This design comes from an exercise in tuning for small area on the open sky130 flow, not from production work. RTL that was checked went through simulation tests only; none was proved equivalent to the original. Power is estimated from default activity; no workload was simulated. The clock port is modelled as an ideal driver; clocking choices that lean on that would not hold on a real chip.

==> run a <==
==> flow/design.v <==
`timescale 1ns / 1ps
module LineBuffer
               #(parameter LINE_W = 64)  
               (input clk,
               input [7:0] input_data,
               input shift,
               output [7:0] tap1,           
               output [7:0] tap_r,          
               output [7:0] tap_c,          
               output [7:0] tap_l,          
               output [7:0] tap_w,          
               output [7:0] tap_t);         
localparam N = 2*LINE_W;
reg [8*N-1:0] chain;
always @(posedge clk)
  if (shift)
    chain <= {chain[8*N-9:0], input_data};
assign tap1  = chain[8*1-1 -: 8];
assign tap_r = chain[8*(LINE_W-1)-1 -: 8];
assign tap_c = chain[8*LINE_W-1 -: 8];
assign tap_l = chain[8*(LINE_W+1)-1 -: 8];
assign tap_w = chain[8*(N-1)-1 -: 8];
assign tap_t = chain[8*N-1 -: 8];
endmodule
`timescale 1ns / 1ps
module MulAcc
               (input [7:0] c,  
               input [7:0] l,   
               input [7:0] r,   
               input [7:0] t,   
               input [7:0] b,   
               output [7:0] pixel_odata);
wire [10:0] pos = {1'b0, c, 2'b00} + {3'b000, c};
wire [9:0]  neg = ({2'b00, l} + {2'b00, r}) + ({2'b00, t} + {2'b00, b});
wire        sgn = pos < {1'b0, neg};
wire [7:0]  low = pos[7:0] + ~neg[7:0] + {7'd0, ~sgn};
assign pixel_odata = low ^ {8{sgn}};
endmodule
`timescale 1ns / 1ps
module CntrLogic
                #(parameter LINE_W = 64)
                ( input clk,
                input reset,  
                input is_valid_input,
                output col_first,  
                output col_last,   
                output rows_ok     
);
localparam AW = $clog2(LINE_W);
reg [AW-1:0] col;
reg [1:0] rows;
assign col_first = (col == 0);
assign col_last  = (col == LINE_W-1);
assign rows_ok   = rows[1];
always @(posedge clk) begin
  if (reset) begin
    col <= 0;
    rows <= 0;
  end else if (is_valid_input) begin
    col <= col + 1'b1;
    if (col_last && !rows[1])
      rows <= rows + 1'b1;
  end
end
endmodule
`timescale 1ns / 1ps
module TopModule(
input axis_clk,
input axis_resetn,
input i_datavalid,
input [7:0] idata,
output s_axis_ready,
output o_datavalid,
output [7:0] odata,
input m_axis_ready,  
output intr
    );
localparam LINE_W = 64;
wire reset = !axis_resetn;
wire col_first, col_last, rows_ok;
wire [7:0] tap1, tap_r, tap_c, tap_l, tap_w, tap_t;
wire [7:0] result;
reg [7:0] odata_r;
reg       ovalid_r;
reg [7:0] last_px;   
reg       last_due;  
assign s_axis_ready = 1'b1;
assign o_datavalid = ovalid_r;
assign odata = odata_r;
assign intr = last_due;
CntrLogic #(.LINE_W(LINE_W)) ctrl (
  .clk(axis_clk), .reset(reset), .is_valid_input(i_datavalid),
  .col_first(col_first), .col_last(col_last), .rows_ok(rows_ok));
LineBuffer #(.LINE_W(LINE_W)) lines (
  .clk(axis_clk), .input_data(idata), .shift(i_datavalid),
  .tap1(tap1), .tap_r(tap_r), .tap_c(tap_c), .tap_l(tap_l),
  .tap_w(tap_w), .tap_t(tap_t));
MulAcc mac (
  .c(tap_c),
  .l(col_first ? tap1 : tap_l),
  .r(col_last ? tap_w : tap_r),
  .t(tap_t),
  .b(idata),
  .pixel_odata(result));
wire take = i_datavalid & rows_ok;
always @(posedge axis_clk) begin
  if (reset) begin
    ovalid_r <= 1'b0;
    last_due <= 1'b0;
  end else begin
    ovalid_r <= last_due | (take & !col_first);
    last_due <= take & col_last;
  end
end
always @(posedge axis_clk) begin
  if (take & col_first)
    last_px <= result;
  if (last_due)
    odata_r <= last_px;
  else
    odata_r <= result;
end
endmodule
==> flow/flow/run.sh <==
#!/bin/bash
# Standard ORFS layout; only the clock tree options differ (no dummy loads,
# larger sink clusters driven by clkbuf_16).
set -euo pipefail
export CTS_ARGS="-sink_clustering_enable -repair_clock_nets -sink_clustering_size 30 -sink_clustering_max_diameter 100 -dont_use_dummy_load -buf_list sky130_fd_sc_hd__clkbuf_16"
bash standard.sh > standard.log 2>&1
==> flow/standard.sh <==
#!/bin/bash
# synth_recipe.tcl (not shown) runs the flow's synth.tcl, then flattens the netlist and writes it again
# the make line also repeats each setting of config.mk as NAME=value (left out here)
make -C /OpenROAD-flow-scripts/flow DESIGN_CONFIG=/design/flow/config.mk WORK_HOME=/design/flow/orfs CLKGATE_MAP_FILE= SYNTH_SCRIPT=/design/flow/synth_recipe.tcl "${@:-finish}"
==> flow/config.mk <==
export PLATFORM = sky130hd
export DESIGN_NAME = TopModule
export DESIGN_NICKNAME = TopModule
export VERILOG_FILES = /design/flow/design.v
export SDC_FILE = /design/flow/constraint.sdc
export NUM_CORES = 4
export LEC_CHECK = 0
export CAP_MARGIN = 20
export CORE_MARGIN = 2
export CORE_UTILIZATION = 45
export PLACE_DENSITY = 0.6
export SLEW_MARGIN = 20
==> flow/constraint.sdc <==
create_clock -name core_clock -period 10.0 [get_ports {axis_clk}]
set_input_delay 2.0000 -clock core_clock [delete_from_list [all_inputs] [get_ports {axis_clk}]]
set_output_delay 2.0000 -clock core_clock [all_outputs]
set_load 0.01 [all_outputs]
==> run b (differences from run a) <==
--- a/flow/design.v
+++ b/flow/design.v
@@ -30,15 +30,108 @@
                input [7:0] t,   
                input [7:0] b,   
                output [7:0] pixel_odata);
-wire [10:0] pos = {1'b0, c, 2'b00} + {3'b000, c};
-wire [9:0]  neg = ({2'b00, l} + {2'b00, r}) + ({2'b00, t} + {2'b00, b});
-wire        sgn = pos < {1'b0, neg};
-wire [7:0]  low = pos[7:0] + ~neg[7:0] + {7'd0, ~sgn};
-assign pixel_odata = low ^ {8{sgn}};
+wire w1 = l[0] ^ r[0];
+wire w2 = l[0] & r[0];
+wire w3 = l[1] ^ r[1] ^ t[1];
+wire w4 = (l[1] & (r[1] | t[1])) | (r[1] & t[1]);
+wire w5 = l[2] ^ r[2] ^ t[2];
+wire w6 = (l[2] & (r[2] | t[2])) | (r[2] & t[2]);
+wire w7 = l[3] ^ r[3] ^ t[3];
+wire w8 = (l[3] & (r[3] | t[3])) | (r[3] & t[3]);
+wire w9 = l[4] ^ r[4] ^ t[4];
+wire w10 = (l[4] & (r[4] | t[4])) | (r[4] & t[4]);
+wire w11 = l[5] ^ r[5] ^ t[5];
+wire w12 = (l[5] & (r[5] | t[5])) | (r[5] & t[5]);
+wire w13 = l[6] ^ r[6] ^ t[6];
+wire w14 = (l[6] & (r[6] | t[6])) | (r[6] & t[6]);
+wire w15 = l[7] ^ r[7] ^ t[7];
+wire w16 = (l[7] & (r[7] | t[7])) | (r[7] & t[7]);
+wire w17 = t[0] ^ b[0];
+wire w18 = t[0] & b[0];
+wire w19 = b[1] ^ w2 ^ w3;
+wire w20 = (b[1] & (w2 | w3)) | (w2 & w3);
+wire w21 = b[2] ^ w4 ^ w5;
+wire w22 = (b[2] & (w4 | w5)) | (w4 & w5);
+wire w23 = b[3] ^ w6 ^ w7;
+wire w24 = (b[3] & (w6 | w7)) | (w6 & w7);
+wire w25 = b[4] ^ w8 ^ w9;
+wire w26 = (b[4] & (w8 | w9)) | (w8 & w9);
+wire w27 = b[5] ^ w10 ^ w11;
+wire w28 = (b[5] & (w10 | w11)) | (w10 & w11);
+wire w29 = b[6] ^ w12 ^ w13;
+wire w30 = (b[6] & (w12 | w13)) | (w12 & w13);
+wire w31 = b[7] ^ w14 ^ w15;
+wire w32 = (b[7] & (w14 | w15)) | (w14 & w15);
+wire w33 = w1 ^ w17;
+wire w34 = w1 & w17;
+wire w35 = w18 ^ w19 ^ w34;
+wire w36 = (w18 & (w19 | w34)) | (w19 & w34);
+wire w37 = w20 ^ w21 ^ w36;
+wire w38 = (w20 & (w21 | w36)) | (w21 & w36);
+wire w39 = w22 ^ w23 ^ w38;
+wire w40 = (w22 & (w23 | w38)) | (w23 & w38);
+wire w41 = w24 ^ w25 ^ w40;
+wire w42 = (w24 & (w25 | w40)) | (w25 & w40);
+wire w43 = w26 ^ w27 ^ w42;
+wire w44 = (w26 & (w27 | w42)) | (w27 & w42);
+wire w45 = w28 ^ w29 ^ w44;
+wire w46 = (w28 & (w29 | w44)) | (w29 & w44);
+wire w47 = w30 ^ w31 ^ w46;
+wire w48 = (w30 & (w31 | w46)) | (w31 & w46);
+wire w49 = w16 ^ w32 ^ w48;
+wire w50 = (w16 & (w32 | w48)) | (w32 & w48);
+wire w51 = c[0] ^ c[2];
+wire w52 = c[0] & c[2];
+wire w53 = c[1] ^ c[3] ^ w52;
+wire w54 = (c[1] & (c[3] | w52)) | (c[3] & w52);
+wire w55 = c[2] ^ c[4] ^ w54;
+wire w56 = (c[2] & (c[4] | w54)) | (c[4] & w54);
+wire w57 = c[3] ^ c[5] ^ w56;
+wire w58 = (c[3] & (c[5] | w56)) | (c[5] & w56);
+wire w59 = c[4] ^ c[6] ^ w58;
+wire w60 = (c[4] & (c[6] | w58)) | (c[6] & w58);
+wire w61 = c[5] ^ c[7] ^ w60;
+wire w62 = (c[5] & (c[7] | w60)) | (c[7] & w60);
+wire w63 = c[6] ^ w62;
+wire w64 = c[6] & w62;
+wire w65 = c[7] ^ w64;
+wire w66 = c[7] & w64;
+wire w67 = w33 ^ ~c[0];
+wire w68 = w33 & ~c[0];
+wire w69 = w35 ^ ~c[1] ^ w68;
+wire w70 = (w35 & (~c[1] | w68)) | (~c[1] & w68);
+wire w71 = w37 ^ ~w51 ^ w70;
+wire w72 = (w37 & (~w51 | w70)) | (~w51 & w70);
+wire w73 = w39 ^ ~w53 ^ w72;
+wire w74 = (w39 & (~w53 | w72)) | (~w53 & w72);
+wire w75 = w41 ^ ~w55 ^ w74;
+wire w76 = (w41 & (~w55 | w74)) | (~w55 & w74);
+wire w77 = w43 ^ ~w57 ^ w76;
+wire w78 = (w43 & (~w57 | w76)) | (~w57 & w76);
+wire w79 = w45 ^ ~w59 ^ w78;
+wire w80 = (w45 & (~w59 | w78)) | (~w59 & w78);
+wire w81 = w47 ^ ~w61 ^ w80;
+wire w82 = (w47 & (~w61 | w80)) | (~w61 & w80);
+wire w83 = w49 ^ ~w63 ^ w82;
+wire w84 = (w49 & (~w63 | w82)) | (~w63 & w82);
+wire w85 = w50 ^ ~w65 ^ w84;
+wire w86 = (w50 & (~w65 | w84)) | (~w65 & w84);
+wire w87 = ~w66 ^ w86;
+wire w88 = ~w66 & w86;
+wire w89 = 1'b1 ^ w88;
+wire w90 = 1'b1 & w88;
+wire [7:0] u = {w81, w79, w77, w75, w73, w71, w69, w67};  
+wire pos = w89;  
+wire [7:0] ones;
+assign ones[0] = 1'b1;
+genvar i;
+generate for (i = 1; i < 8; i = i + 1) begin : g_abs
+  assign ones[i] = ones[i-1] & u[i-1];
+end endgenerate
+assign pixel_odata = u ^ ({8{pos}} | ones);
 endmodule
 `timescale 1ns / 1ps
 module CntrLogic
-                #(parameter LINE_W = 64)
                 ( input clk,
                 input reset,  
                 input is_valid_input,
@@ -46,18 +139,18 @@
                 output col_last,   
                 output rows_ok     
 );
-localparam AW = $clog2(LINE_W);
-reg [AW-1:0] col;
+reg [5:0] col;
 reg [1:0] rows;
-assign col_first = (col == 0);
-assign col_last  = (col == LINE_W-1);
+wire fb = col[5] ^ col[4] ^ (col[4:0] == 5'd0);
+assign col_first = (col == 6'b000000);
+assign col_last  = (col == 6'b100000);
 assign rows_ok   = rows[1];
 always @(posedge clk) begin
   if (reset) begin
     col <= 0;
     rows <= 0;
   end else if (is_valid_input) begin
-    col <= col + 1'b1;
+    col <= {col[4:0], fb};
     if (col_last && !rows[1])
       rows <= rows + 1'b1;
   end
@@ -88,7 +181,7 @@
 assign o_datavalid = ovalid_r;
 assign odata = odata_r;
 assign intr = last_due;
-CntrLogic #(.LINE_W(LINE_W)) ctrl (
+CntrLogic ctrl (
   .clk(axis_clk), .reset(reset), .is_valid_input(i_datavalid),
   .col_first(col_first), .col_last(col_last), .rows_ok(rows_ok));
 LineBuffer #(.LINE_W(LINE_W)) lines (
==> flow/flow/run.sh (replaced) <==
#!/bin/bash
# Standard ORFS layout with two changes: the clock tree uses clkbuf_16 only,
# with sink clusters of up to 32 flip-flops and no dummy loads, and the
# port buffers are buf_1.
set -euo pipefail
export CTS_ARGS="-sink_clustering_enable -repair_clock_nets -sink_clustering_size 36 -sink_clustering_max_diameter 100 -dont_use_dummy_load -buf_list sky130_fd_sc_hd__clkbuf_16"
export BUFFER_PORTS_ARGS="-buffer_cell sky130_fd_sc_hd__buf_1"
bash standard.sh > standard.log 2>&1
CORE_UTILIZATION = 80   (was 45)
PLACE_DENSITY = 0.92   (was 0.6)
==> run c (differences from run a) <==
--- a/flow/design.v
+++ b/flow/design.v
@@ -32,9 +32,8 @@
                output [7:0] pixel_odata);
 wire [10:0] pos = {1'b0, c, 2'b00} + {3'b000, c};
 wire [9:0]  neg = ({2'b00, l} + {2'b00, r}) + ({2'b00, t} + {2'b00, b});
-wire        sgn = pos < {1'b0, neg};
-wire [7:0]  low = pos[7:0] + ~neg[7:0] + {7'd0, ~sgn};
-assign pixel_odata = low ^ {8{sgn}};
+wire [11:0] s   = {1'b0, pos} - {2'b00, neg};
+assign pixel_odata = s[11] ? -s[7:0] : s[7:0];
 endmodule
 `timescale 1ns / 1ps
 module CntrLogic
==> flow/run.sh (new file) <==
#!/bin/bash
# synth_recipe.tcl (not shown) runs the flow's synth.tcl, then flattens the netlist and writes it again
# the make line also repeats each setting of config.mk as NAME=value (left out here)
make -C /OpenROAD-flow-scripts/flow DESIGN_CONFIG=/design/flow/config.mk WORK_HOME=/design/flow/orfs CLKGATE_MAP_FILE= SYNTH_SCRIPT=/design/flow/synth_recipe.tcl finish
removed: flow/flow/run.sh
removed: flow/standard.sh
==> run summary <==
| metric | run b | run c | run a |
|---|---|---|---|
| Hold slack final | - | 0.410 ns | 0.414 ns |
| DRC errors left | - | 0 | 0 |
| Final total power | - | 9.95 mW | 7.89 mW |
| Max-slew headroom | - | 29.6% | 24.9% |
| Violation count after the first detailed-route iteration | - | 1,060 | 1,394 |
| Setup repair after global routing missed its margin | - | no | no |
| Number of well taps | - | 969 | 969 |
| CP arrival | - | 7.25 ns | 7.48 ns |
| Total leakage power | - | 12.9 nW | 11.9 nW |
| Portion of total power attributed to sequential cells | - | 52.8% | 66.3% |
| Core ar. | - | 74,100 sq um | 74,100 sq um |
| Synthesized-area fraction occupied by xor and xnor cells | 0.106% | 0.836% | 0.968% |
| Share of the final layout cell area in multi-input gates | - | 5.32% | 5.59% |
| Max power group | - | registers | registers |
| Mux share of post-synthesis cell area | 0.760% | 0.534% | 0.564% |
| Global routing met2 resource utilization | - | 12.8% | 12.4% |
| GRT met1 Usage | - | 17.9% | 17.6% |
| Reg2reg path depth | - | 26 | 35 |
| DP Worst Slack | 2.80 ns | 2.82 ns | 2.49 ns |
| Status | aborted with a tool error | timing/DRC/antenna clean | timing/DRC/antenna clean |
| Last stage reached | 4_1_cts | - | - |
| Htree depth | 2 | 3 | 2 |
No functional check of the RTL was part of run a.

[separate check: timing with driven ports]
How much do the figures lean on ideal ports? The routed layouts below were timed once more, with nothing changed but the port constraints.
Step 1, drivers: a clkbuf_16 drives axis_clk and a buf_2 each remaining input, both assumed.
Step 2 times the ports against the registers' clock, not the clock port: input delays grow and output delays shrink by t, the midpoint of the rising clock arrivals with the driver on.
a / b / c = no drivers / after step 1 / after step 2; a / b = the first two.
run | t (ns) | slack for setup (ns) | worst hold slack (ns)
run a | 0.641 | 3.002 / 3.017 / 2.376 | 0.414 / 0.414 / 0.414
run c | 0.682 | 3.277 / 3.277 / 2.877 | 0.410 / 0.410 / 0.410
After both steps every run listed still meets setup and hold. The setup slack of run a, which loses most, moves by +0.015 ns with the drivers and by -0.626 ns with both steps.
